Source: an optimization exercise on an open RTL-to-GDS flow (aim: small area, a short achievable clock period and few clock cycles). Production flows keep margins and buffers that such runs may drop. In this exercise RTL edits were held to simulation tests only and were not proved equivalent to the original. Power is estimated from default activity; no workload was simulated.

`flow/flow/run.sh`:
```
#!/bin/bash
set -euo pipefail
bash standard.sh SETUP_SLACK_MARGIN=11 "BUFFER_PORTS_ARGS=-buffer_cell sky130_fd_sc_hd__buf_4" finish > flow_make.log 2>&1
```
`flow/standard.sh`:
```
#!/bin/bash
# synth_recipe.tcl (not shown) runs the flow's synth.tcl, then flattens the netlist and writes it again
# the make line also repeats each setting of config.mk as NAME=value (left out here)
make -C /OpenROAD-flow-scripts/flow DESIGN_CONFIG=/design/flow/config.mk WORK_HOME=/design/flow/orfs CLKGATE_MAP_FILE= SYNTH_SCRIPT=/design/flow/synth_recipe.tcl "${@:-finish}"
```
`flow/config.mk`:
```
export PLATFORM = sky130hd
export DESIGN_NAME = top
export DESIGN_NICKNAME = top
export VERILOG_FILES = /design/flow/design.v
export SDC_FILE = /design/flow/constraint.sdc
export NUM_CORES = 4
export LEC_CHECK = 0
export CAP_MARGIN = 20
export CORE_MARGIN = 2
export CORE_UTILIZATION = 40
export CTS_BUF_LIST = sky130_fd_sc_hd__clkbuf_8
export SLEW_MARGIN = 20
```
`flow/constraint.sdc`:
```
create_clock -name core_clock -period 16.5 [get_ports {clk_i}]
set_input_delay 3.3000 -clock core_clock [delete_from_list [all_inputs] [get_ports {clk_i}]]
set_output_delay 3.3000 -clock core_clock [all_outputs]
set_load 0.01 [all_outputs]
```
`flow/design.v`:
```
`timescale 1ns / 1ps
`timescale 1ns / 1ps
module ks_add #(parameter W = 32, parameter L = 6) (    
	input  [W-1:0] a,
	input  [W-1:0] b,
	input          cin,
	output [W-1:0] s,
	output         cout
);
reg [W:0] g, p;
integer l;
always @(*) begin
	g = { a & b, cin };
	p = { a ^ b, 1'b0 };
	for (l = 0; l < L; l = l + 1) begin
		g = g | (p & (g << (1 << l)));
		p = p & (p << (1 << l));
	end
end
assign s    = (a ^ b) ^ g[W-1:0];
assign cout = g[W];
endmodule
`timescale 1ns / 1ps
module mul_step (
	input  [31:0] m,
	input   [7:0] d,
	input  [33:0] hs,
	input  [33:0] hc,
	input         ci,
	output [33:0] hs_o,
	output [33:0] hc_o,
	output  [7:0] lo,
	output        co
);
function [41:0] csa_s(input [41:0] x, input [41:0] y, input [41:0] z);
	csa_s = x ^ y ^ z;
endfunction
function [41:0] csa_c(input [41:0] x, input [41:0] y, input [41:0] z);
	csa_c = ((x & y) | (x & z) | (y & z)) << 1;
endfunction
wire [41:0] p0 = { 10'h0, {32{d[0]}} & m };
wire [41:0] p1 = { 9'h0,  {32{d[1]}} & m, 1'b0 };
wire [41:0] p2 = { 8'h0,  {32{d[2]}} & m, 2'h0 };
wire [41:0] p3 = { 7'h0,  {32{d[3]}} & m, 3'h0 };
wire [41:0] p4 = { 6'h0,  {32{d[4]}} & m, 4'h0 };
wire [41:0] p5 = { 5'h0,  {32{d[5]}} & m, 5'h0 };
wire [41:0] p6 = { 4'h0,  {32{d[6]}} & m, 6'h0 };
wire [41:0] p7 = { 3'h0,  {32{d[7]}} & m, 6'h0, ci };
wire [41:0] rs = { 8'h0, hs };
wire [41:0] rc = { 8'h0, hc };
wire [41:0] a1s = csa_s(p0, p1, p2), a1c = csa_c(p0, p1, p2);
wire [41:0] b1s = csa_s(p3, p4, p5), b1c = csa_c(p3, p4, p5);
wire [41:0] c1s = csa_s(p6, p7, rs), c1c = csa_c(p6, p7, rs);
wire [41:0] a2s = csa_s(a1s, a1c, b1s), a2c = csa_c(a1s, a1c, b1s);
wire [41:0] b2s = csa_s(b1c, c1s, c1c), b2c = csa_c(b1c, c1s, c1c);
wire [41:0] a3s = csa_s(a2s, a2c, b2s), a3c = csa_c(a2s, a2c, b2s);
wire [41:0] a4s = csa_s(a3s, a3c, b2c), a4c = csa_c(a3s, a3c, b2c);
wire [41:0] a5s = csa_s(a4s, a4c, rc),  a5c = csa_c(a4s, a4c, rc);
wire [8:0] low = { 1'b0, a5s[7:0] } + { 1'b0, a5c[7:0] };
assign lo   = low[7:0];
assign co   = low[8];
assign hs_o = a5s[41:8];
assign hc_o = a5c[41:8];
endmodule
`timescale 1ns / 1ps
module muldiv (
	input             clk_i,
	input             reset_i,
	input             accept,    
	input       [2:0] f3_i,
	input       [4:0] rd_i,
	input      [31:0] a,
	input      [31:0] b,
	output            busy,
	output reg        done,
	output reg  [4:0] rd,
	output reg [31:0] res
);
localparam ST_IDLE = 3'd0, ST_MUL = 3'd1, ST_DNORM = 3'd2, ST_DITER = 3'd3, ST_DFIN = 3'd4, ST_MFIN = 3'd5;
reg  [2:0] st_r;
reg  [2:0] f3;
reg [33:0] h_r;      
reg [33:0] hc_r;     
reg        c8_r;     
reg [31:0] l_r;      
reg [31:0] m_r;      
reg  [4:0] cnt_r;
reg        neg_q_r;
reg        neg_r_r;
assign busy = (st_r != ST_IDLE);
function [5:0] clz32(input [31:0] x);
	integer j;
	begin
		clz32 = 6'd32;
		for (j = 0; j < 32; j = j + 1)
			if (x[j]) clz32 = 6'd31 - j;
	end
endfunction
wire        a_signed   = f3_i[2] ? !f3_i[0] : (f3_i[0] ^ f3_i[1]);    
wire        b_signed   = f3_i[2] ? !f3_i[0] : (f3_i[1:0] == 2'b01);   
wire        a_neg      = a_signed & a[31];
wire        b_neg      = b_signed & b[31];
wire [31:0] a_mag      = a_neg ? -a : a;
wire [31:0] b_mag      = b_neg ? -b : b;
wire        mul_last     = (cnt_r[1:0] == 2'd3);
wire [33:0] ms_hs, ms_hc;
wire  [7:0] ms_lo;
wire        ms_co;
mul_step mul_step_i (.m(m_r), .d(l_r[7:0]), .hs(h_r), .hc(hc_r), .ci(c8_r),
                     .hs_o(ms_hs), .hc_o(ms_hc), .lo(ms_lo), .co(ms_co));
wire [33:0] mul_hi = h_r + hc_r + { 33'h0, c8_r };
wire  [5:0] za         = clz32(h_r[31:0]);
wire  [5:0] zb         = clz32(m_r[31:0]);
wire        d_zero     = (m_r[31:0] == 32'h0);
wire        r_zero     = (h_r[31:0] == 32'h0);
wire        trivial    = d_zero | r_zero | (zb < za);
wire  [4:0] shamt      = zb[4:0] - za[4:0];
wire [32:0] diff       = { 1'b0, h_r[31:0] } - { 1'b0, m_r[31:0] };
wire        ge         = !diff[32];
wire [31:0] rn         = ge ? diff[31:0] : h_r[31:0];
wire [31:0] qn         = { l_r[30:0], ge };
wire        in_norm  = (st_r == ST_DNORM);
wire        in_mfin  = (st_r == ST_MFIN);
wire        mul_low  = (f3[1:0] == 2'b00);
wire [31:0] fin_mag  = in_mfin ? (mul_low ? l_r : mul_hi[31:0])
                     : f3[1] ? h_r[31:0] : (in_norm ? {32{d_zero}} : l_r);
wire        fin_neg  = in_mfin ? neg_q_r : f3[1] ? neg_r_r : (neg_q_r & !in_norm);
wire        fin_cin  = !in_mfin | mul_low | (l_r == 32'h0);
wire [31:0] fin_res  = (fin_mag ^ {32{fin_neg}}) + { 31'h0, fin_neg & fin_cin };
always @(*) begin
	res = fin_res;
	case (st_r)
		ST_DNORM: done = trivial;
		ST_DFIN,
		ST_MFIN:  done = 1'b1;
		default:  done = 1'b0;
	endcase
end
always @(posedge clk_i or posedge reset_i) begin
	if (reset_i)
		st_r <= ST_IDLE;
	else case (st_r)
		ST_IDLE:  if (accept) st_r <= f3_i[2] ? ST_DNORM : ST_MUL;
		ST_MUL:   if (mul_last) st_r <= ST_MFIN;
		ST_DNORM: st_r <= trivial ? ST_IDLE : ST_DITER;
		ST_DITER: if (cnt_r == 5'd0) st_r <= ST_DFIN;
		default:  st_r <= ST_IDLE;
	endcase
end
always @(posedge clk_i) begin
	case (st_r)
		ST_IDLE: begin
			f3      <= f3_i;
			rd      <= rd_i;
			m_r     <= f3_i[2] ? b_mag : a_mag;
			h_r     <= f3_i[2] ? { 2'b0, a_mag } : 34'h0;
			hc_r    <= 34'h0;
			c8_r    <= 1'b0;
			l_r     <= f3_i[2] ? 32'h0 : b_mag;
			cnt_r   <= 5'd0;
			neg_q_r <= a_neg ^ b_neg;
			neg_r_r <= a_neg;
		end
		ST_MUL: begin
			h_r   <= ms_hs;
			hc_r  <= ms_hc;
			c8_r  <= ms_co;
			l_r   <= { ms_lo, l_r[31:8] };
			cnt_r <= cnt_r + 5'd1;
		end
		ST_DNORM: begin
			m_r   <= m_r << shamt;
			cnt_r <= shamt;
		end
		ST_DITER: begin
			h_r   <= { 2'b0, rn };
			l_r   <= qn;
			m_r   <= { 1'b0, m_r[31:1] };
			cnt_r <= cnt_r - 5'd1;
		end
		default: ;
	endcase
end
endmodule
`timescale 1ns / 1ps
 `timescale 1ns / 1ps
module register_file (
	input         clk_i,
	input         reset_i,
	input   [4:0] ra1,
	input   [4:0] ra2,
	input   [4:0] wa,       
	input  [31:0] wd,
	output reg [31:0] rd1,
	output reg [31:0] rd2
);
reg  [31:1] valid_r;
wire [1023:0] rows;
assign rows[31:0] = 32'h0;
genvar i;
generate
	for (i = 1; i < 32; i = i + 1) begin : g_row
		reg [31:0] q;
		always @(posedge clk_i)
			if (wa == i) q <= wd;
		assign rows[32*i +: 32] = q;
	end
endgenerate
always @(posedge clk_i or posedge reset_i) begin
	if (reset_i)
		valid_r <= 31'h0;
	else if (wa != 5'd0)
		valid_r[wa] <= 1'b1;
end
wire [31:0] v = { valid_r, 1'b0 };
integer k;
always @(*) begin
	rd1 = 32'h0;
	rd2 = 32'h0;
	for (k = 1; k < 32; k = k + 1) begin
		rd1 = rd1 | ({32{ra1 == k && v[k]}} & rows[32*k +: 32]);
		rd2 = rd2 | ({32{ra2 == k && v[k]}} & rows[32*k +: 32]);
	end
	rd1 = rd1 | ({32{ra1 == 5'd2 && !v[2]}} & 32'h2000);
	rd2 = rd2 | ({32{ra2 == 5'd2 && !v[2]}} & 32'h2000);
end
endmodule
`timescale 1ns / 1ps
 `timescale 1ns / 1ps
module top(
input         clk_i,
input         reset_i,
input  [31:0] irdata_i,
output        ird_o,
output [31:0] iaddr_o,
output [31:0] daddr_o,
output [31:0] dwdata_o,
input  [31:0] drdata_i,
output  [1:0] dsize_o,
output  [3:0] dbe_w,
output        drd_o,
output        dwr_o
);
reg  [29:0] pc_r;
reg         ird_r;
assign iaddr_o = { pc_r, 2'b00 };
assign ird_o   = ird_r;
wire [31:0] ins = irdata_i;
wire  [4:0] opc = ins[6:2];
wire  [2:0] f3  = ins[14:12];
wire  [4:0] rs1 = ins[19:15];
wire  [4:0] rs2 = ins[24:20];
wire op_lui    = (opc == 5'b01101);
wire op_auipc  = (opc == 5'b00101);
wire op_jal    = (opc == 5'b11011);
wire op_jalr   = (opc == 5'b11001);
wire op_branch = (opc == 5'b11000);
wire op_load   = (opc == 5'b00000);
wire op_store  = (opc == 5'b01000);
wire op_imm    = (opc == 5'b00100);
wire op_reg    = (opc == 5'b01100);
wire op_alu    = op_imm | (op_reg & !ins[25]);
wire [31:0] imm_i = { {20{ins[31]}}, ins[31:20] };
wire [31:0] imm_s = { {20{ins[31]}}, ins[31:25], ins[11:7] };
wire [31:0] imm_b = { {20{ins[31]}}, ins[7], ins[30:25], ins[11:8], 1'b0 };
wire [31:0] imm_u = { ins[31:12], 12'h0 };
wire [31:0] imm_j = { {12{ins[31]}}, ins[19:12], ins[20], ins[30:21], 1'b0 };
wire [31:0] dec_imm = (op_lui | op_auipc) ? imm_u :
                      op_store            ? imm_s :
                      op_branch           ? imm_b :
                      op_jal              ? imm_j : imm_i;
wire dec_writes = op_lui | op_auipc | op_jal | op_jalr | op_load | op_imm | op_reg;
wire  [4:0] dec_rd = dec_writes ? ins[11:7] : 5'd0;
wire dec_br_next  = op_branch & (imm_b == 32'd4);
wire        f_pred   = op_jal | (op_branch & ins[31]);
wire [29:0] f_target;
wire        f_target_c;
ks_add #(.W(30), .L(5)) f_add (.a(pc_r), .b(ins[3] ? imm_j[31:2] : imm_b[31:2]), .cin(1'b0), .s(f_target), .cout(f_target_c));
reg         e_v;
reg  [31:0] e_a, e_b;           
reg         e_fwd1, e_fwd2;     
reg   [4:0] e_rd;
reg  [31:0] e_imm;
reg  [29:0] e_pc;
reg   [2:0] e_f3;
reg         e_useimm;           
reg         e_sub;              
reg         e_md;               
reg         e_lui;
reg         e_jalr, e_branch, e_load, e_store;
reg         e_pred;             
reg         e_r_sum, e_r_shl, e_r_shr, e_r_lt, e_r_ltu, e_r_xor, e_r_or, e_r_and, e_r_pc4, e_r_pcimm;
reg         e_sra;
reg   [4:0] m_rd;
reg  [31:0] m_res;
reg  [31:0] m_wdata;
reg   [3:0] m_be;
reg   [1:0] m_size;
reg         m_lsigned;
reg         m_load, m_store;
wire [31:0] rf_rd1, rf_rd2;
wire  [4:0] wb_rd;
wire [31:0] wb_data;
register_file register_file_i (
	.clk_i(clk_i), .reset_i(reset_i),
	.ra1(rs1), .ra2(rs2),
	.wa(wb_rd), .wd(wb_data),
	.rd1(rf_rd1), .rd2(rf_rd2)
);
wire [31:0] f_a = (wb_rd != 5'd0 && rs1 == wb_rd) ? wb_data : rf_rd1;
wire [31:0] f_b = (wb_rd != 5'd0 && rs2 == wb_rd) ? wb_data : rf_rd2;
wire [31:0] opa  = e_fwd1 ? m_res : e_a;
wire [31:0] rs2v = e_fwd2 ? m_res : e_b;
wire [31:0] opb  = e_useimm ? e_imm : rs2v;
wire [31:0] sum;
wire        sum_c;
ks_add #(.W(32), .L(6)) alu_add (.a(opa), .b(e_sub ? ~opb : opb), .cin(e_sub), .s(sum), .cout(sum_c));
wire        ltu = !sum_c;
wire        lt  = (opa[31] == opb[31]) ? sum[31] : opa[31];
wire        br_ge_c;
wire [31:0] br_diff_unused;
ks_add #(.W(32), .L(6)) br_cmp (.a(opa), .b(~rs2v), .cin(1'b1), .s(br_diff_unused), .cout(br_ge_c));
wire        br_eq  = (opa == rs2v);
wire        br_ltu = !br_ge_c;
wire        br_lt  = (opa[31] == rs2v[31]) ? br_ltu : opa[31];
wire  [4:0] shamt = opb[4:0];
wire [31:0] shl = opa << shamt;
wire signed [32:0] shr_in = { e_sra & opa[31], opa };
wire signed [32:0] shr_w  = shr_in >>> shamt;
wire [31:0] shr = shr_w[31:0];
wire [31:0] pc_imm = (e_lui ? 32'h0 : { e_pc, 2'b00 }) + e_imm;
wire [31:0] pc_4 = { e_pc + 30'd1, 2'b00 };
wire        md_busy, md_done;
wire  [4:0] md_rd;
wire [31:0] md_res;
wire        md_accept = e_v & e_md & !md_busy;
muldiv muldiv_i (
	.clk_i(clk_i), .reset_i(reset_i),
	.accept(md_accept), .f3_i(e_f3), .rd_i(e_rd),
	.a(opa), .b(rs2v),
	.busy(md_busy), .done(md_done), .rd(md_rd), .res(md_res)
);
wire exec = e_v & !e_md & !md_busy;
wire advance = !e_v | (!md_busy & !e_md) | md_done;
wire br_cond = e_f3[2] ? (e_f3[1] ? br_ltu : br_lt) : br_eq;
wire taken   = exec & (e_jalr | (e_branch & (br_cond ^ e_f3[0] ^ e_pred)));
wire [29:0] target = e_jalr ? sum[31:2] : (e_pred ? pc_4[31:2] : pc_imm[31:2]);
wire [31:0] ex_res = ({32{e_r_sum}}   & sum)
                   | ({32{e_r_shl}}   & shl)
                   | ({32{e_r_shr}}   & shr)
                   | ({32{e_r_lt}}    & { 31'h0, lt })
                   | ({32{e_r_ltu}}   & { 31'h0, ltu })
                   | ({32{e_r_xor}}   & (opa ^ opb))
                   | ({32{e_r_or}}    & (opa | opb))
                   | ({32{e_r_and}}   & (opa & opb))
                   | ({32{e_r_pc4}}   & pc_4)
                   | ({32{e_r_pcimm}} & pc_imm);
wire [1:0] ex_size = e_f3[1:0];
wire [31:0] st_data = (ex_size == 2'd0) ? {4{rs2v[7:0]}} :
                      (ex_size == 2'd1) ? {2{rs2v[15:0]}} : rs2v;
wire [3:0] st_be = (ex_size == 2'd0) ? (4'b0001 << sum[1:0]) :
                   (ex_size == 2'd1) ? (sum[1] ? 4'b1100 : 4'b0011) : 4'b1111;
wire [4:0] rd_to_m = md_done ? md_rd : (exec ? e_rd : 5'd0);
always @(posedge clk_i or posedge reset_i) begin
	if (reset_i) begin
		pc_r    <= 30'h0;
		ird_r   <= 1'b0;
		e_v     <= 1'b0;
		m_rd    <= 5'd0;
		m_load  <= 1'b0;
		m_store <= 1'b0;
	end else begin
		ird_r <= 1'b1;
		if (taken)
			pc_r <= target;
		else if (advance)
			pc_r <= f_pred ? f_target : pc_r + 30'd1;
		e_v     <= !taken;
		m_rd    <= rd_to_m;
		m_load  <= exec & e_load;
		m_store <= exec & e_store;
	end
end
always @(posedge clk_i) begin
	e_a      <= f_a;
	e_b      <= f_b;
	e_fwd1   <= (rd_to_m != 5'd0) && (rs1 == rd_to_m);
	e_fwd2   <= (rd_to_m != 5'd0) && (rs2 == rd_to_m);
	e_rd     <= dec_rd;
	e_imm    <= dec_imm;
	e_pc     <= pc_r;
	e_f3     <= f3;
	e_useimm <= op_imm | op_load | op_store | op_jalr;
	e_sub    <= (op_reg & !ins[25] & f3 == 3'b000 & ins[30]) | (op_alu & f3[2:1] == 2'b01);
	e_md     <= op_reg & ins[25];
	e_lui    <= op_lui;
	e_pred   <= f_pred;
	e_jalr   <= op_jalr;
	e_branch <= op_branch & !dec_br_next;
	e_load   <= op_load;
	e_store  <= op_store;
	e_sra    <= ins[30];
	e_r_sum  <= op_load | op_store | (op_alu & f3 == 3'b000);
	e_r_shl  <= op_alu & f3 == 3'b001;
	e_r_lt   <= op_alu & f3 == 3'b010;
	e_r_ltu  <= op_alu & f3 == 3'b011;
	e_r_xor  <= op_alu & f3 == 3'b100;
	e_r_shr  <= op_alu & f3 == 3'b101;
	e_r_or   <= op_alu & f3 == 3'b110;
	e_r_and  <= op_alu & f3 == 3'b111;
	e_r_pc4  <= op_jal | op_jalr;
	e_r_pcimm <= op_lui | op_auipc;
	m_res     <= md_done ? md_res : ex_res;
	m_wdata   <= st_data;
	m_be      <= st_be;
	m_size    <= ex_size;
	m_lsigned <= !e_f3[2];
end
assign daddr_o  = m_res;
assign dwdata_o = m_wdata;
assign dbe_w    = m_be;
assign dsize_o  = m_size;
assign drd_o    = m_load;
assign dwr_o    = m_store;
wire  [7:0] ld_byte = drdata_i[8*m_res[1:0] +: 8];
wire [15:0] ld_half = m_res[1] ? drdata_i[31:16] : drdata_i[15:0];
wire [31:0] ld_data = (m_size == 2'd0) ? { {24{m_lsigned & ld_byte[7]}}, ld_byte } :
                      (m_size == 2'd1) ? { {16{m_lsigned & ld_half[15]}}, ld_half } : drdata_i;
assign wb_rd   = m_rd;
assign wb_data = m_load ? ld_data : m_res;
endmodule
```
==> reports/qor.csv, run 1 <==
stage,metric,value,unit
setup_path,critical-path-max-stage-delay,0.73,ns
timing,setup_viol,0,
placement,port_buffers,166,
yosys,synth_edf_count,1136,
setup_path,arrival,6.70,ns
route,antenna_left,0,
flow_run,max_cap_violations,0,
placement,post-place-ws,8.94,ns
final_layout,syn_to_final_growth,14.5,%
timing,finalClockSkew,0.106,ns
die,start_util,40.2,%
global_route,grt_busiest_layer,met2,
clock_network,clk_latency,1.03,ns
clock_network,clk_pin_slew_worst_paths,0.07,ns
clock_network,cts_tree,done,
global_route,gr-usage-met3,12.8,%
setup_path,cp_top_family,simple AND/OR/NAND/NOR gates,
route,drtIter0Drc,16000,
setup_path,cp-end-kind,flop,
timing,final_hold_viol_count,0,
route,route.detailed.drc,0,
clock_network,clockBufferDepth,3,
clock_network,root_buffer,clkbuf_8,
global_route,use_met2,55.4,%
yosys,yosys_warnings,6,
final_layout,layout.cells.non_filler,12100,
die,dieArea,229000,um2
yosys,syn_inst,8752,
global_route,overflow,0,
final_layout,fin_area,103000,um2
setup_path,path_class,input port to flop,
yosys,synthDistinctLibCells,98,
yosys,syn_area_per_cell,10.3,um2
final_layout,layout-drive-gt1-share,14.8,%
yosys,syn_area,90100,um2
timing,final.setup.worst_slack,10.62,ns
setup_path,worstSetupStartpointType,input port,
route,drt-total-wl,449000,um
yosys,synthFlopType,edfxtp_1,
clock_network,hold_buffers,0,
die,die_width,479,um
power,power.total,0.0202,W
yosys,ys_seq_area_share,44.9,%
yosys,synth_most_common_cell,edfxtp_1,
timing,maxSlewHeadroom,12.8,%
yosys,synthArstFlopShare,5.08,%
global_route,antenna_found_initial,38,
outcome,outcome,"complete, no violations",
timing,grt_setup_unrepaired,true,
timing,fin_crit_sh,35.7,%
timing,worstMarginPinSlew,1.30,ns
clock_network,ctsHtreeMaxLevel,4,
global_route,gr-usage-met1,46.5,%
global_route,first_global_vias,78300,
yosys,yosys-top-cells-area,"edfxtp_1, fa_1, dfxtp_1",
route,drtPass1Iterations,12,
power,ir_drop,363,uV
die,row_count,174,
timing,setup_tns,0,ns
route,detail_route.wl_per_cell,37.0,um
clock_network,cts.sinks,1436,
placement,gp_congestion,1.02,
power,power_density,196,nW/um2
yosys,synth.largest_area_cell,edfxtp_1,
timing,period_minus_slack,5.88,ns
global_route,grt_max_degree,73,
die,core_area,224000,um2
hold_path,hold_class,flop to flop,
setup_path,path_buf_inv,3,
final_layout,fin_nets,9587,
placement,placedCellCount,11600,
setup_path,crit_fanout,17,
placement,postPlaceCellArea,95400,um2
yosys,ys_seq_elements,1436,
route,route.vias.total,83600,
setup_path,slowest_stage,and3_4,
yosys,yosys.area.top_type_share,37.9,%
timing,drv_slew,0,
die,die_y,479,um
die,io_pins,171,
setup_path,required,17.31,ns
timing,maxClockFrequency,0.170,GHz
global_route,grt_pass1_wl,610000,um
yosys,synthTopCellsByCount,"edfxtp_1, nand2_1, inv_1",
route,routed_via_density,6.89,
clock_network,cts_inserted_buffers,234,
global_route,grt_usage,37.6,%
setup_path,path_cells,buf_4 > inv_1 > nor3_1 > and3_4 > buf_4 > a22o_1 > a221oi_1 > nand4_1 > nor3_1 > a21oi_1,
placement,dp_hpwl,284000,um
power,leakage,40.1,nW
state kept, by name (all words and copies together) (netlist names), 2 cells and up:
name and cells:
e_a 32, muldiv_i.l_r 32, muldiv_i.h_r 32, muldiv_i.f3 2
e_imm 32, muldiv_i.st_r 3, m_be 4, register_file_i.valid_r 31
m_size 2, e_f3 3, muldiv_i.hc_r 33, muldiv_i.cnt_r 5
m_res 32, m_rd 5, pc_r 30, e_b 32
register_file_i.g_row.q 992, muldiv_i.m_r 32, m_wdata 32, muldiv_i.rd 5
e_rd 5, e_pc 30
path summary, 6_finish.rpt:
| path | start | end | slack (ns) | cells past startpoint |
|---|---|---|---|---|
| worst max-delay path | irdata_i[18] | e_a[27]$_DFF_P_ | 10.62 | 10 |
| worst min-delay path | e_load$_DFF_P_ | m_load$_DFF_PP0_ | 0.45 | 1 |
| worst max register to register | muldiv_i.m_r[1]$_DFFE_PP_ | e_fwd1$_DFF_P_ | 10.89 | 30 |
| worst min register to register | e_load$_DFF_P_ | m_load$_DFF_PP0_ | 0.45 | 1 |
| max in group asynchronous | reset_i | pc_r[8]$_DFFE_PP0P_ | 12.92 | 3 |
| min in group asynchronous | reset_i | register_file_i.valid_r[3]$_DFFE_PP0P_ | 2.34 | 2 |
cell type report:
type	instances	area, um2
antenna	17	42.5
clock buffer	250	3440
clock inverter	171	1300
fill	21000	121000
inverter	610	2300
multi-input combinational	6100	47000
sequential	1436	40500
tap	2992	3740
timing repair buffer	565	4790
through the flow:
step,utilization (%),hold slack (ns)
final,46.0,0.452
after global routing,46.0,0.466
after CTS,45.4,0.450
after detailed placement,42.5,0.424
after global placement,42.5,0.420
after floorplan,-,0.361
kinds of logic (layout without fill, tap and decap cells):
kind of cell	Yosys count	after routing	share of synthesized area, %
flops	1436	1436	44.9
compound gates	2616	2616	20.6
fa+ha+maj	574	574	10.1
buf+inv	1217	1596	5.10
xor+xnor	339	339	3.30
mux	310	310	3.89
simple gates	2258	2258	12.1
other cells	2	20	0.00834
what timing repair did:
item / CTS / global route
buffers inserted: 95 / 42
cloned: 6 / 1
pin swaps: 51 / 69
endpoints found under the setup margin: 241 / 157
resized for setup: 165 / 183
cells in the final DEF (no fill, tap or decap), types with 38 or more instances in the layout:
| cell | n |
|---|---|
| edfxtp_1 | 1136 |
| nand2_1 | 663 |
| inv_1 | 658 |
| buf_4 | 506 |
| nor2_1 | 466 |
| a21oi_1 | 409 |
| a22oi_1 | 408 |
| o21ai_0 | 388 |
| ha_1 | 317 |
| a221oi_1 | 302 |
| a22o_1 | 271 |
| clkbuf_8 | 252 |
| fa_1 | 249 |
| xnor2_1 | 240 |
| nand3_1 | 225 |
| dfxtp_1 | 221 |
| mux2i_1 | 218 |
| and2_1 | 168 |
| nor3_1 | 144 |
| nand4_1 | 131 |
| a21o_1 | 110 |
| xor2_1 | 92 |
| nor2b_1 | 84 |
| o211ai_1 | 81 |
| dfrtp_1 | 73 |
| a222oi_1 | 67 |
| a211oi_1 | 64 |
| o221ai_1 | 55 |
| a21oi_2 | 52 |
| a31oi_1 | 44 |
| mux2_2 | 44 |
| o21bai_1 | 40 |
| and3_2 | 40 |
| nand2b_1 | 39 |
| and3_1 | 39 |
| clkinv_1 | 38 |
where the power goes:
group	leakage, nW	internal [W]	switching (W)
Sequential	13.5	0.00476	0.000660
Combinational	23.9	0.00426	0.00731
Clock	2.65	0.00164	0.00160
metal layers:
layer,wire length (um),part of all wire [%]
met4,38700,8.6
met2,189000,42
met1,158000,35
met3,63300,14
met5,314,0.070
Testbench counts, summed over its fixed seeds: cycles 14,475.
==> run 2: changes to the inputs <==
--- a/flow/design.v
+++ b/flow/design.v
@@ -274,6 +274,3 @@
 wire dec_br_next  = op_branch & (imm_b == 32'd4);
-wire        f_pred   = op_jal | (op_branch & ins[31]);
-wire [29:0] f_target;
-wire        f_target_c;
-ks_add #(.W(30), .L(5)) f_add (.a(pc_r), .b(ins[3] ? imm_j[31:2] : imm_b[31:2]), .cin(1'b0), .s(f_target), .cout(f_target_c));
+wire dec_jal_next = op_jal & (imm_j == 32'd4);
 reg         e_v;
@@ -289,4 +286,3 @@
 reg         e_lui;
-reg         e_jalr, e_branch, e_load, e_store;
-reg         e_pred;             
+reg         e_jal, e_jalr, e_branch, e_load, e_store;
 reg         e_r_sum, e_r_shl, e_r_shr, e_r_lt, e_r_ltu, e_r_xor, e_r_or, e_r_and, e_r_pc4, e_r_pcimm;
@@ -345,4 +341,4 @@
 wire br_cond = e_f3[2] ? (e_f3[1] ? br_ltu : br_lt) : br_eq;
-wire taken   = exec & (e_jalr | (e_branch & (br_cond ^ e_f3[0] ^ e_pred)));
-wire [29:0] target = e_jalr ? sum[31:2] : (e_pred ? pc_4[31:2] : pc_imm[31:2]);
+wire taken   = exec & (e_jal | e_jalr | (e_branch & (br_cond ^ e_f3[0])));
+wire [29:0] target = e_jalr ? sum[31:2] : pc_imm[31:2];
 wire [31:0] ex_res = ({32{e_r_sum}}   & sum)
@@ -363,2 +359,3 @@
 wire [4:0] rd_to_m = md_done ? md_rd : (exec ? e_rd : 5'd0);
+wire [4:0] rd_fwd  = md_busy ? md_rd : (exec ? e_rd : 5'd0);
 always @(posedge clk_i or posedge reset_i) begin
@@ -376,3 +373,3 @@
 		else if (advance)
-			pc_r <= f_pred ? f_target : pc_r + 30'd1;
+			pc_r <= pc_r + 30'd1;
 		e_v     <= !taken;
@@ -386,4 +383,4 @@
 	e_b      <= f_b;
-	e_fwd1   <= (rd_to_m != 5'd0) && (rs1 == rd_to_m);
-	e_fwd2   <= (rd_to_m != 5'd0) && (rs2 == rd_to_m);
+	e_fwd1   <= (rd_fwd != 5'd0) && (rs1 == rd_fwd);
+	e_fwd2   <= (rd_fwd != 5'd0) && (rs2 == rd_fwd);
 	e_rd     <= dec_rd;
@@ -396,3 +393,3 @@
 	e_lui    <= op_lui;
-	e_pred   <= f_pred;
+	e_jal    <= op_jal & !dec_jal_next;
 	e_jalr   <= op_jalr;
==> run 2 against run 1 <==
Core utilization grew 0.19 points. Critical path depth grew 19. Clock-buffer cell count grew 1. Flip-flop and latch count is the same. Still clean. Clock skew shrank 0.0073 ns. Setup slack gained 0.14 ns. Cell count shrank 3.3%. Synthesized cell count shrank 3.7%. Combinational power grew 9%. First-iteration DRC count shrank 1.0%. Clock power is essentially flat.
==> reports/qor.csv, run 2 <==
stage,metric,value,unit
timing,finalClockSkew,0.0987,ns
clock_network,cts_inserted_buffers,232,
yosys,yosys-top-cells-area,"edfxtp_1, fa_1, dfxtp_1",
yosys,synth_most_common_cell,edfxtp_1,
timing,worstMarginPinSlew,1.29,ns
timing,setup_viol,0,
final_layout,largest_registers,"register_file_i.g_row.q: 992 flops, muldiv_i.hc_r: 33 flops",
die,die_y,473,um
setup_path,crit_fanout,6,
route,drtIter0Drc,15800,
final_layout,final_common_cell,edfxtp_1,
hold_path,min_from,pc_r[7]$_DFFE_PP0P_,
route,route.detailed.drc,0,
power,power_density,210,nW/um2
placement,post-place-ws,9.30,ns
yosys,synthDistinctLibCells,91,
timing,period_minus_slack,5.75,ns
hold_path,hold_end,e_pc[7]$_DFF_P_,
yosys,syn_area_per_cell,10.4,um2
yosys,yosys_warnings,5,
clock_network,clk_pin_slew_worst_paths,0.06,ns
hold_path,hold-path-cell-count,0,
die,die_width,473,um
setup_path,required,17.37,ns
placement,port_buffers,166,
route,detail_route.wl_per_cell,37.5,um
setup_path,slowest_stage,fa_4,
yosys,syn_area,87900,um2
timing,grt_setup_unrepaired,true,
timing,final_hold_viol_count,0,
global_route,grt_pass1_wl,598000,um
global_route,overflow,0,
setup_path,cp-end-kind,flop,
final_layout,fin_nets,9266,
final_layout,layout.cells.non_filler,11700,
yosys,synthFlopType,edfxtp_1,
timing,final.setup.worst_slack,10.75,ns
setup_path,worstSetupStartpointType,flop,
setup_path,rr_endpoint,pc_r[24]$_DFFE_PP0P_,
route,drt-total-wl,441000,um
yosys,ys_seq_elements,1436,
timing,maxSlewHeadroom,12.9,%
yosys,ys_seq_area_share,46.1,%
timing,setup_tns,0,ns
flow_run,max_cap_violations,0,
yosys,syn_inst,8425,
global_route,antenna_found_initial,27,
placement,gp_congestion,1.01,
timing,fin_crit_sh,34.8,%
clock_network,ctsHtreeMaxLevel,4,
yosys,yosys.area.top_type_share,38.8,%
yosys,synthArstFlopShare,5.08,%
timing,maxClockFrequency,0.174,GHz
setup_path,arrival,6.62,ns
yosys,synthTopCellsByCount,"edfxtp_1, nand2_1, inv_1",
die,start_util,40.1,%
setup_path,r2r_start,muldiv_i.h_r[5]$_DFFE_PP_,
setup_path,cp_top_family,compound AO/OA/AOI/OAI gates,
outcome,outcome,"complete, no violations",
final_layout,syn_to_final_growth,15.1,%
global_route,first_global_vias,76000,
clock_network,cts.sinks,1436,
die,core_area,219000,um2
power,ir_drop,414,uV
yosys,synth.largest_area_cell,edfxtp_1,
clock_network,hold_buffers,0,
clock_network,cts_tree,done,
die,row_count,172,
setup_path,path_buf_inv,6,
global_route,grt_usage,37.9,%
clock_network,clockBufferDepth,3,
final_layout,regMostFlops,register_file_i.g_row.q,
setup_path,ff2ff_path_depth,29,
die,dieArea,224000,um2
final_layout,final_cell_mix,"edfxtp_1, inv_1, nand2_1, buf_4, nor2_1",
route,drtPass1Iterations,11,
timing,drv_slew,0,
clock_network,root_buffer,clkbuf_8,
clock_network,clk_latency,1.05,ns
placement,placedCellCount,11100,
final_layout,largest_reg_flops,992,
hold_path,hold_class,flop to flop,
final_layout,layout-drive-gt1-share,15.7,%
setup_path,path_class,flop to flop,
placement,dp_hpwl,282000,um
yosys,synth_edf_count,1136,
setup_path,critical-path-max-stage-delay,0.53,ns
setup_path,rrSetupSlack,10.75,ns
global_route,grt_max_degree,81,
timing,whs,0.436,ns
power,leakage,39.3,nW
route,route.vias.total,80900,
route,antenna_left,0,
route,routed_via_density,6.89,
die,io_pins,171,
## run 2: through the flow
stage	area [um2]	utilization, %	total power (W)
6_report	101000	46.2	0.0212
3_3_place_gp	93000	42.5	0.0157
4_1_cts	99100	45.2	0.0195
5_1_grt	101000	46.1	0.0221
3_5_place_dp	93000	42.5	0.0157
2_1_floorplan	87900	-	0.0118
## run 2: cell families after synthesis
group	synth area share, %
AO/OA/AOI/OAI	20.1
XOR/XNOR	2.80
adder cells (fa/ha/maj)	9.89
buffers and inverters	5.13
flip-flops	46.1
multiplexers	3.97
other	0.00854
AND/OR/NAND/NOR	12.0
## run 2: timing repair
item | CTS | global route
pin swaps | 27 | 112
gates cloned | 3 | 5
buffers inserted | 82 | 73
setup endpoints to repair | 153 | 133
resized for setup | 124 | 291
## run 2: layout make-up
class | count | area [um2]
fillers | 20300 | 118000
multi-input cells | 5793 | 45000
flip-flops and latches | 1436 | 40500
repair buffers | 597 | 5040
well taps | 2871 | 3590
clock buffers | 251 | 3450
inverters | 595 | 2240
clock inverters | 182 | 1240
diodes | 21 | 52.6
## run 2: worst reg2reg max path, delay by kind of cell, from the launching register on
kind	cells	cell delay (ns)
adders and majority gates	1	0.53
buffers and inverters	6	0.85
and+or+nand+nor	10	1.48
AOI/OAI and AO/OA	12	2.27
DFF	1	0.43
## run 2: power breakdown
group	total [W]	leakage (nW)	internal, W	switching (W)
Combinational	0.0126	23.1	0.00478	0.00779
Clock	0.00321	2.64	0.00162	0.00159
Sequential	0.00542	13.5	0.00477	0.000646
## run 2: worst max path at each step
stage	from	end	cells after the start
global placement	muldiv_i.h_r[3]$_DFFE_PP_	pc_r[28]$_DFFE_PP0P_	25
CTS	irdata_i[23]	e_b[20]$_DFF_P_	9
floorplan	drdata_i[31]	register_file_i.g_row[10].q[22]$_DFFE_PN_	8
global route	muldiv_i.h_r[5]$_DFFE_PP_	pc_r[24]$_DFFE_PP0P_	29
finish	muldiv_i.h_r[5]$_DFFE_PP_	pc_r[24]$_DFFE_PP0P_	29
detailed placement	muldiv_i.h_r[3]$_DFFE_PP_	pc_r[28]$_DFFE_PP0P_	25
## run 2: metal layers
layer  wire length [um]  GRT usage, %  share of wire (%)
met1             153000          45.9                 35
met2             187000          56.3                 42
met3              62800          13.5                 14
met4              38200          25.9                8.7
met5                599         0.757               0.14
Testbench counts of run 2, summed over its fixed seeds: cycles 14,740.
==> run 3: changes to the inputs <==
==> flow/flow/run.sh (replaced) <==
#!/bin/bash
set -euo pipefail
bash standard.sh SETUP_SLACK_MARGIN=11.5 "BUFFER_PORTS_ARGS=-buffer_cell sky130_fd_sc_hd__buf_4" finish > flow_make.log 2>&1
==> run 3 against run 2 <==
Setup slack improved by 0.23 ns. Core utilization up 1.3 points. Area after synthesis stayed put. Combinational power rose by 7%. Critical path type unchanged. Largest cell class unchanged. Clock-buffer cell count grew 17. Wire length is 0.13% lower. Critical endpoint is now muldiv_i.m_r[30]$_DFFE_PP_. Cell count is 0.60% higher. Flip-flop and latch count unchanged. Power is 4.9% higher. Global-route usage is 0.32 points lower.
==> reports/qor.csv, run 3 <==
stage,metric,value,unit
power,clkPwrFrac,15.1,%
clock_network,clk_latency,1.06,ns
die,io_pins,171,
global_route,grt_usage,37.6,%
yosys,synthDistinctLibCells,91,
yosys,yosys_warnings,5,
setup_path,crit_fanout,4,
yosys,syn_area_per_cell,10.4,um2
power,leakage,40.2,nW
timing,setup_viol,0,
die,core_area,219000,um2
yosys,yosys.area.top_type_share,38.8,%
setup_path,r2r_start,muldiv_i.h_r[0]$_DFFE_PP_,
timing,final.setup.worst_slack,10.99,ns
placement,gp_congestion,1.02,
final_layout,final_util,47.5,%
placement,post-place-ws,9.69,ns
yosys,synth.largest_area_cell,edfxtp_1,
yosys,synthArstFlopShare,5.08,%
clock_network,cts_inserted_buffers,230,
timing,fin_crit_sh,33.4,%
timing,final_hold_viol_count,0,
timing,maxSlewHeadroom,20.1,%
clock_network,clk_pin_slew_worst_paths,0.07,ns
timing,setup_tns,0,ns
yosys,ys_seq_area_share,46.1,%
global_route,first_global_vias,76900,
flow_run,max_cap_violations,0,
route,route.detailed.drc,0,
timing,maxClockFrequency,0.181,GHz
final_layout,regMostFlops,register_file_i.g_row.q,
hold_path,hold_end,e_pc[5]$_DFF_P_,
final_layout,fin_area,104000,um2
route,detail_route.wl_per_cell,37.2,um
yosys,synthFlopType,edfxtp_1,
route,routed_via_density,6.96,
timing,finalClockSkew,0.0974,ns
power,power_density,214,nW/um2
timing,worstMarginPinSlew,1.18,ns
hold_path,hold-path-cell-count,0,
placement,postPlaceCellArea,93100,um2
die,start_util,40.1,%
route,route.vias.total,82200,
yosys,syn_inst,8425,
timing,grt_setup_unrepaired,true,
placement,dp_hpwl,276000,um
final_layout,fin_nets,9339,
timing,drv_slew,0,
route,drt-total-wl,440000,um
setup_path,path_class,flop to flop,
final_layout,largest_registers,"register_file_i.g_row.q: 992 flops, muldiv_i.hc_r: 33 flops",
final_layout,layout-drive-gt1-share,18.4,%
power,pwr-share-comb,60.7,%
route,drtIter0Drc,16400,
global_route,grt_pass1_wl,596000,um
power,p_int,0.0118,W
timing,period_minus_slack,5.51,ns
setup_path,worstSetupStartpointType,flop,
placement,port_buffers,166,
global_route,grt_max_degree,80,
setup_path,cp-end-kind,flop,
clock_network,cts.sinks,1436,
yosys,synth_edf_count,1136,
timing,whs,0.435,ns
final_layout,syn_to_final_growth,18.3,%
clock_network,root_buffer,clkbuf_8,
power,switching_power,0.0104,W
clock_network,clockBufferDepth,3,
global_route,overflow,0,
setup_path,rrSetupSlack,10.99,ns
yosys,yosys-top-cells-area,"edfxtp_1, fa_1, dfxtp_1",
final_layout,final_common_cell,edfxtp_1,
final_layout,final_cell_mix,"edfxtp_1, nand2_1, inv_1, buf_4, nor2_1",
die,die_y,473,um
yosys,ys_seq_elements,1436,
yosys,synthTopCellsByCount,"edfxtp_1, nand2_1, inv_1",
global_route,antenna_found_initial,32,
die,row_count,172,
yosys,syn_area,87900,um2
power,ir_drop,347,uV
clock_network,cts_tree,done,
route,antenna_left,0,
route,drtPass1Iterations,14,
hold_path,hold_class,flop to flop,
yosys,synth_most_common_cell,edfxtp_1,
setup_path,ff2ff_path_depth,23,
die,die_width,473,um
outcome,outcome,"complete, no violations",
power,seq_power_share,24.1,%
setup_path,arrival,6.22,ns
hold_path,min_from,pc_r[5]$_DFFE_PP0P_,
die,dieArea,224000,um2
setup_path,rr_endpoint,muldiv_i.m_r[30]$_DFFE_PP_,
final_layout,largest_reg_flops,992,
power,swShare,46.8,%
setup_path,required,17.21,ns
clock_network,ctsHtreeMaxLevel,4,
[run 3: changes by cell type in the layout (fill, tap and decap cells not counted), sizes merged, moves of 2 or more]
cell	previous run	this run
a21oi	420	423
buf	589	655
bufbuf	0	5
clkbuf	259	273
clkinv	93	91
clkinvlp	8	17
diode	21	15
inv	663	642
[run 3: cell families (layout without fill, tap and decap cells)]
kind of cell | count (synthesis) | after routing | synth area share (%)
XOR/XNOR | 281 | 282 | 2.80
AND/OR/NAND/NOR | 2180 | 2181 | 12.0
flip-flops | 1436 | 1436 | 46.1
multiplexers | 311 | 312 | 3.97
AO/OA/AOI/OAI | 2472 | 2475 | 20.1
adder cells (fa/ha/maj) | 545 | 545 | 9.89
other | 2 | 18 | 0.00854
buffers and inverters | 1198 | 1697 | 5.13
[run 3: through the flow]
| stage | total power [W] | instances |
|---|---|---|
| 3_3_place_gp | 0.0155 | 11100 |
| 4_1_cts | 0.0207 | 11700 |
| 3_5_place_dp | 0.0156 | 11100 |
| 2_1_floorplan | 0.0118 | 8426 |
| 5_1_grt | 0.0231 | 11800 |
| 6_report | 0.0222 | 11800 |
[run 3: per-layer routing]
metal	vias up	wire, um	track usage [%]
met3	2160	65900	13.6
met5	-	527	0.562
met4	26	40600	26.1
met2	7653	182000	54.7
li1	32500	-	-
met1	39900	151000	46.2
[run 3: worst max path at each step]
| stage | slack (ns) | startpoint | to | depth (start not counted) |
|---|---|---|---|---|
| floorplan | 11.49 | drdata_i[15] | register_file_i.g_row[10].q[23]$_DFFE_PN_ | 8 |
| global placement | 9.75 | irdata_i[18] | e_a[14]$_DFF_P_ | 11 |
| detailed placement | 9.69 | irdata_i[18] | e_a[14]$_DFF_P_ | 11 |
| CTS | 11.20 | muldiv_i.h_r[1]$_DFFE_PP_ | muldiv_i.m_r[30]$_DFFE_PP_ | 23 |
| global route | 10.87 | muldiv_i.h_r[0]$_DFFE_PP_ | muldiv_i.m_r[30]$_DFFE_PP_ | 23 |
| finish | 10.99 | muldiv_i.h_r[0]$_DFFE_PP_ | muldiv_i.m_r[30]$_DFFE_PP_ | 23 |
[run 3: area by class of cell]
cell class	instances	area, um2
Clock buffer	268	3690
Antenna cell	15	37.5
Multi-Input combinational cell	5798	46200
Inverter	595	2280
Timing Repair inverter	2	15.0
Timing Repair Buffer	665	6290
Fill cell	20000	115000
Sequential cell	1436	40600
Clock inverter	167	1300
Tap cell	2871	3590
[run 3: power by group through the flow]
stage | registers, W | clock network [W] | logic [W]
4_1_cts | 0.00532 | 0.00335 | 0.0120
5_1_grt | 0.00538 | 0.00351 | 0.0142
3_3_place_gp | 0.00553 | 0 | 0.00998
2_1_floorplan | 0.00516 | 0 | 0.00666
3_5_place_dp | 0.00554 | 0 | 0.0101
6_report | 0.00537 | 0.00336 | 0.0135
[run 3: critical path: stages (launching register included)]
cell,delay (ns)
edfxtp_1,0.45
nor2_1,0.17
o31ai_2,0.08
a311oi_2,0.33
nor3_2,0.10
o311ai_2,0.28
a311oi_2,0.21
nor3_1,0.20
nor3_1,0.08
nor3_1,0.17
nor3_1,0.08
o31ai_1,0.27
inv_1,0.12
fa_4,0.91
buf_12,0.14
buf_16,0.12
mux4_2,0.55
mux2_4,0.32
nor2_4,0.10
a21oi_2,0.03
nor2_1,0.17
a21oi_2,0.07
mux2i_1,0.18
a21oi_1,0.08
[run 3: timing repair]
item                                    in CTS  in global routing
pin swaps                                   79                104
cloned                                      14                 10
hold buffers                                 0                  0
buffers inserted                           152                 75
endpoints found under the setup margin     271                304
resized for setup                          522                288

## what the ideal ports hide
The flow's constraints put no driver on any port. The routed layouts listed below were extracted and timed again, unchanged, in two steps.
Step 1, drivers: a clkbuf_16 drives clk_i and a buf_2 each remaining input, both assumed.
Step 2 times the ports against the registers' clock, not the clock port: input delays grow and output delays shrink by t, the midpoint of the rising clock arrivals with the driver on.
a / b / c = no drivers / after step 1 / after step 2; a / b = the first two.
| run | t (ns) | slack for setup (ns) | worst hold slack (ns) | worst setup path at the end | worst slew at a driven data input, ns |
|---|---|---|---|---|---|
| run 1 | 1.065 | 10.615 / 10.673 / 9.609 | 0.452 / 0.452 / 0.452 | input to register | 0.21 |
| run 2 | 1.087 | 10.755 / 10.755 / 9.749 | 0.436 / 0.436 / 0.436 | input to register | 0.08 |
| run 3 | 1.106 | 10.989 / 10.989 / 10.257 | 0.435 / 0.435 / 0.435 | input to register | 0.09 |
After both steps setup and hold are still met in every run listed.
